This is an optimization exercise on Yosys and OpenROAD, whose aim is small area, a short achievable clock period and few clock cycles per item, not a production implementation. In this exercise RTL edits were held to simulation tests only and were not proved equivalent to the original.

==> flow/design.v (excerpt) <==
module softmax_4 (
    input wire clk,
    input wire reset,
    input wire start,
    input wire [15:0] in0, in1, in2, in3,
    output reg [7:0] out0, out1, out2, out3,
    output reg done
);
Size: roughly 7900 cells after synthesis, roughly 51000 sq um of cells after synthesis.
clock: 60.0 ns
lec_check: 0
abc_area: 1
cap_margin: 20
core_margin: 2
core_utilization: 70
slew_margin: 20
standard.sh (not shown) runs the stock make flow with config.mk's settings and CLKGATE_MAP_FILE= SYNTH_SCRIPT=/design/flow/synth_recipe.tcl, a recipe that flattens the netlist after the stock synthesis.
==> flow/flow/run.sh <==
#!/bin/bash
# Standard ORFS layout (the standard.sh) in two parts. Up to clock-tree synthesis,
# repair_timing is asked to over-fix setup by a margin; after it (global route onwards)
# it only fixes violations. Clock period and I/O constraints are unchanged.
set -euo pipefail
cd "$(dirname "${BASH_SOURCE[0]}")/.."
SETUP_SLACK_MARGIN=30 bash standard.sh cts > standard_cts.log 2>&1
SETUP_SLACK_MARGIN=0 bash standard.sh > standard_finish.log 2>&1
Testbench counts at the start, summed over its fixed seeds: cycles 24,000, items 24,000.
==> next run, changes <==
==> flow/run.sh (new file) <==
#!/bin/bash
# synth_recipe.tcl (not shown) runs the flow's synth.tcl, then flattens the netlist and writes it again
# the make line also repeats each setting of config.mk as NAME=value (left out here)
make -C /OpenROAD-flow-scripts/flow DESIGN_CONFIG=/design/flow/config.mk WORK_HOME=/design/flow/orfs CLKGATE_MAP_FILE= SYNTH_SCRIPT=/design/flow/synth_recipe.tcl finish
Settings changed: CORE_UTILIZATION 70 to 55.
removed: flow/flow/run.sh
removed: flow/standard.sh
=>
- The changed run went through all stages and came out clean
- design area goes down by about 7%
- wire length goes down by about 8%
- area after synthesis is unchanged
- setup slack got worse by 6.7 ns
- via count goes down by about 9%
- global-route usage goes down by 13 points
- non-clock buffer count goes down by 179
==> next run, changes <==
==> flow/flow/run.sh (new file) <==
#!/bin/bash
# Standard ORFS layout (the standard.sh) in two parts. Up to clock-tree synthesis,
# repair_timing is asked to over-fix setup by a margin; after it (global route onwards)
# it only fixes violations. Clock period and I/O constraints are unchanged.
set -euo pipefail
cd "$(dirname "${BASH_SOURCE[0]}")/.."
SETUP_SLACK_MARGIN=30 bash standard.sh cts > standard_cts.log 2>&1
SETUP_SLACK_MARGIN=0 bash standard.sh > standard_finish.log 2>&1
==> flow/standard.sh (new file) <==
#!/bin/bash
# synth_recipe.tcl (not shown) runs the flow's synth.tcl, then flattens the netlist and writes it again
# the make line also repeats each setting of config.mk as NAME=value (left out here)
make -C /OpenROAD-flow-scripts/flow DESIGN_CONFIG=/design/flow/config.mk WORK_HOME=/design/flow/orfs CLKGATE_MAP_FILE= SYNTH_SCRIPT=/design/flow/synth_recipe.tcl "${@:-finish}"
removed: flow/run.sh
Outcome: Utilization increases by 9.4 points. Worst setup slack is better by 7.2 ns. Routed wire length came out higher by roughly a tenth. Die area does not change. Hold slack improved by 0.0036 ns. Synthesized area is unchanged.
==> next run, changes <==
==> flow/run.sh (new file) <==
#!/bin/bash
# synth_recipe.tcl (not shown) runs the flow's synth.tcl, then flattens the netlist and writes it again
# the make line also repeats each setting of config.mk as NAME=value (left out here)
make -C /OpenROAD-flow-scripts/flow DESIGN_CONFIG=/design/flow/config.mk WORK_HOME=/design/flow/orfs CLKGATE_MAP_FILE= SYNTH_SCRIPT=/design/flow/synth_recipe.tcl finish
Settings changed: CORE_UTILIZATION 55 to 70.
removed: flow/flow/run.sh
removed: flow/standard.sh
Effect: Fmax drops by 17%; count of clock-buffer cells in the layout climbs by 1; cell count drops by about 7%; core utilization climbs by 6.1 points; area after synthesis stays the same; design area drops by 15%; hold slack improves by 0.0084 ns.

========
Another version of the RTL of softmax_4 (not shown whole).
Size: ~6100 cells after synthesis, roughly 100 I/O pins.
Settings: LEC_CHECK=0, ABC_AREA=0, CAP_MARGIN=20, CORE_MARGIN=2, CORE_UTILIZATION=70, SLEW_MARGIN=20; clock period 60.0 ns.
==> flow/flow/run.sh <==
#!/bin/bash
# Standard ORFS layout (the standard.sh) in two parts. Up to clock-tree synthesis,
# repair_timing is asked to over-fix setup by a margin; after it (global route onwards)
# it only fixes violations. Clock period and I/O constraints are unchanged.
set -euo pipefail
cd "$(dirname "${BASH_SOURCE[0]}")/.."
SETUP_SLACK_MARGIN=30 bash standard.sh cts > standard_cts.log 2>&1
SETUP_SLACK_MARGIN=0 bash standard.sh > standard_finish.log 2>&1
The baseline died in global routing.
Testbench counts at the start, summed over its fixed seeds: cycles 24,000, items 24,000.
Rerun with:
==> flow/run.sh (new file) <==
#!/bin/bash
# synth_recipe.tcl (not shown) runs the flow's synth.tcl, then flattens the netlist and writes it again
# the make line also repeats each setting of config.mk as NAME=value (left out here)
make -C /OpenROAD-flow-scripts/flow DESIGN_CONFIG=/design/flow/config.mk WORK_HOME=/design/flow/orfs CLKGATE_MAP_FILE= SYNTH_SCRIPT=/design/flow/synth_recipe.tcl finish
- ABC_AREA: 0 -> 1
removed: flow/flow/run.sh
removed: flow/standard.sh
This time the run produced a clean layout.
Synthesized area increases by 5.8%.
Synthesized cell count goes up by 25%.

static timing again, ports no longer ideal:
The flow's constraints put no driver on any port. The routed layouts listed below were extracted and timed again, unchanged, in two steps.
Step 1: set_driving_cell puts a clkbuf_16 on clk and a buf_2 on each other input, an assumption about the parent block.
Step 2 times the ports against the registers' clock, not the clock port: input delays grow and output delays shrink by t, the midpoint of the rising clock arrivals with the driver on.
a / b / c = ideal ports / drivers / drivers and shift; a / b = the first two.
run	shift t [ns]	slack for setup (ns)	worst setup path after step 2	slew at the worst register clock pin (ns)
the first run of note 1	0.356	24.428 / 24.462 / 24.106	input to register	0.06 / 0.06
the second run of note 1	0.377	17.767 / 17.800 / 17.424	input to register	0.06 / 0.06
the third run of note 1	0.372	25.013 / 24.976 / 24.604	input to register	0.06 / 0.06
the fourth run of note 1	0.359	17.964 / 17.995 / 17.636	input to register	0.06 / 0.06
the second run of note 2	0.355	15.910 / 15.944 / 15.588	input to register	0.06 / 0.06
After both steps setup and hold are still met in every run listed. The setup slack of the third run of note 1, which loses most, moves by -0.037 ns with the drivers and by -0.409 ns with both steps.
